From an optimization exercise on the open Yosys and OpenROAD flow, aimed at small area; shortcuts taken in it are not production practice.
The RTL was checked by simulation tests, not by an equivalence proof against the original design.
Power figures rest on the tool's default switching activity, not on a simulated workload.

// M216A_TopModule
module M216A_TopModule(
    input        clk_i,
    input  [4:0] width_i,
    input  [4:0] height_i,
    output [7:0] index_x_o,
    output [7:0] index_y_o,
    output [3:0] strike_o,
    input        rst_i
);
reg [2:0] c;
wire idle  = (c == 3'd0);
wire samp  = idle ? (height_i != 5'd0) : (c == 3'd4);
wire shift = (c == 3'd4);
wire fin   = (c == 3'd7);
always @(posedge clk_i or posedge rst_i) begin
    if (rst_i)
        c <= 3'd0;
    else if (fin)
        c <= 3'd4;
    else if (!idle || samp)
        c <= c + 3'd1;
end
reg [3:0] h1;
reg [4:0] w1, w2;
always @(posedge clk_i) begin
    if (samp) begin
        h1 <= height_i[3:0];
        w1 <= width_i;
    end
    if (shift)
        w2 <= w1;
end
reg [6:0] occ [0:12];
function [3:0] yc(input integer s);
    yc = (s == 11) ? 4'd12 : (s == 12) ? 4'd14 : s[3:0];
endfunction
reg [6:0] ru;
reg [3:0] rid;
reg       rf;
wire [12:0] rs;      
genvar g;
generate
    for (g = 0; g <= 12; g = g + 1) begin : dec
        assign rs[g] = (rid == yc(g));
    end
endgenerate
wire hA = (h1 == 4'd4), hB = (h1 == 4'd5), hC = (h1 == 4'd6), hD = (h1 == 4'd7),
     hE = (h1 == 4'd8), hF = (h1 == 4'd9), hG = (h1 == 4'd10), hH = (h1 == 4'd11),
     hI = (h1 == 4'd12);
wire hJ = ~(hA | hB | hC | hD | hE | hF | hG | hH | hI);
wire [12:0] s1 = {hJ, 1'b0, 1'b0, hA, hI, hB, hH, hC, hG, hD, hF, 1'b0, hE};
  ...
Size in the first run: ~400 cells after synthesis, ~32 I/O pins.
Settings: LEC_CHECK=0, ABC_AREA=1, CAP_MARGIN=20, CORE_MARGIN=2, CORE_UTILIZATION=75, CTS_BUF_LIST=sky130_fd_sc_hd__clkbuf_8, CTS_CLUSTER_SIZE=30, GPL_TIMING_DRIVEN=0, SLEW_MARGIN=20; clock period 6.0 ns.
standard.sh (not shown) runs the stock make flow with config.mk's settings and CLKGATE_MAP_FILE= SYNTH_SCRIPT=/design/flow/synth_recipe.tcl, a recipe that flattens the netlist after the stock synthesis.
==> flow/flow/run.sh <==
#!/bin/bash
# Layout flow: the standard synthesis, then its combinational logic is
# mapped again for area with ABC (every register instance is kept as it is,
# same name and cell), then the standard layout steps from floorplan on.
# Each tool's output goes to a log of its own in the work folder.
set -euo pipefail
W=$(pwd)
R=$W/orfs/results/$FLOW_PLATFORM/M216A_TopModule/base
LIB=$FLOW_HOME/platforms/$FLOW_PLATFORM/lib/sky130_fd_sc_hd__tt_025C_1v80.lib
YOSYS=$(dirname "$FLOW_HOME")/tools/install/yosys/bin/yosys

bash standard.sh synth > "$W/flow_synth.log" 2>&1
cp "$R/1_2_yosys.v" "$W/std_synth.v"

# register cell types in the standard netlist
FFS=$(grep -o 'sky130_fd_sc_hd__[a-z]*df[a-z0-9_]*\|sky130_fd_sc_hd__dl[a-z0-9_]*' "$W/std_synth.v" | sort -u | tr '\n' ' ')
DONT=$(sed -n '/DONT_USE_CELLS += /,/^$/p' "$FLOW_HOME/platforms/$FLOW_PLATFORM/config.mk" \
       | grep -o 'sky130_fd_sc_hd__[a-z0-9_]*' | sed 's/^/-dont_use /' | tr '\n' ' ')

# 1: combinational cells as logic, register cells kept as instances; map again
cat > "$W/remap1.ys" <<EOT
read_liberty -ignore_miss_func $LIB
read_verilog $W/std_synth.v
hierarchy -top $FLOW_TOP
setattr -mod -set keep_hierarchy 1 $FFS
flatten
opt -purge $FLOW_TOP
abc -liberty $LIB $DONT -script $W/flow/remap.abc $FLOW_TOP
cd $FLOW_TOP
select -set ports i:* o:* %u
rename -hide w:* @ports %d
opt_clean -purge
cd
select $FLOW_TOP
write_verilog -noattr -nohex -nodec -selected $W/remap1.v
EOT
"$YOSYS" -s "$W/remap1.ys" > "$W/flow_remap1.log" 2>&1

# 2: clean up as ORFS's synthesis does, with the cells as black boxes
cat > "$W/remap2.ys" <<EOT
read_liberty -lib $LIB
read_verilog $W/remap1.v
hierarchy -check -top $FLOW_TOP
splitnets
opt_clean -purge
hilomap -singleton -hicell sky130_fd_sc_hd__conb_1 HI -locell sky130_fd_sc_hd__conb_1 LO
insbuf -buf sky130_fd_sc_hd__buf_4 A X
check -assert -mapped
stat -liberty $LIB
write_verilog -noattr -nohex -nodec $W/remap.v
EOT
"$YOSYS" -s "$W/remap2.ys" > "$W/flow_remap2.log" 2>&1
cp "$W/remap.v" "$R/1_2_yosys.v"

# Clock tree as the standard flow builds it, without the dummy loads it adds
# to balance the tree.
CTS_ARGS="-sink_clustering_enable -repair_clock_nets -sink_clustering_size 30"
CTS_ARGS="$CTS_ARGS -buf_list ${CTS_BUF:-sky130_fd_sc_hd__clkbuf_8} -dont_use_dummy_load"
# Every input and output port gets a buffer, as in the standard flow; here
# the smallest buffer cell.
bash standard.sh CTS_ARGS="$CTS_ARGS" \
    BUFFER_PORTS_ARGS="-buffer_cell sky130_fd_sc_hd__buf_1" \
    finish > "$W/flow_layout.log" 2>&1
==> flow/flow/remap.abc <==
strash
&get -n
&deepsyn -T 60 -S 1
&put
dch -f
amap
topo
stime -c
Edit:
==> flow/flow/remap.abc (replaced) <==
strash
dc2
irw
dch -f
amap
topo
stime -c
Settings changed: CORE_UTILIZATION 75 to 60.
Cell count increases by a few percent.
Worst setup slack gets better by 0.52 ns.
Routed wire length came out higher slightly.
Power goes up slightly.
Clock skew fell by 0.015 ns.

==> separate check: timing with driven ports <==
The results above use ideal ports. As a check the final layouts listed here were re-extracted and re-timed, cells and wires unchanged.
Step 1 (the two cells are an assumption about what drives the block):
set clk [get_ports {clk_i}]
set_driving_cell -lib_cell sky130_fd_sc_hd__clkbuf_16 $clk
set_driving_cell -lib_cell sky130_fd_sc_hd__buf_2 [delete_from_list [all_inputs] $clk]
Step 2 also shifts input and output timing later by t, the mid clock arrival at the registers, as if the neighbouring blocks saw the same clock.
Slacks: ideal / step 1 / step 2; pairs: ideal / step 1.
run	t (ns)	slack for setup (ns)	worst setup path after step 2
the first run	0.455	0.379 / 0.379 / 0.379	register to register
the second run	0.459	0.900 / 0.900 / 0.900	register to register
After both steps setup and hold are still met in every run listed.
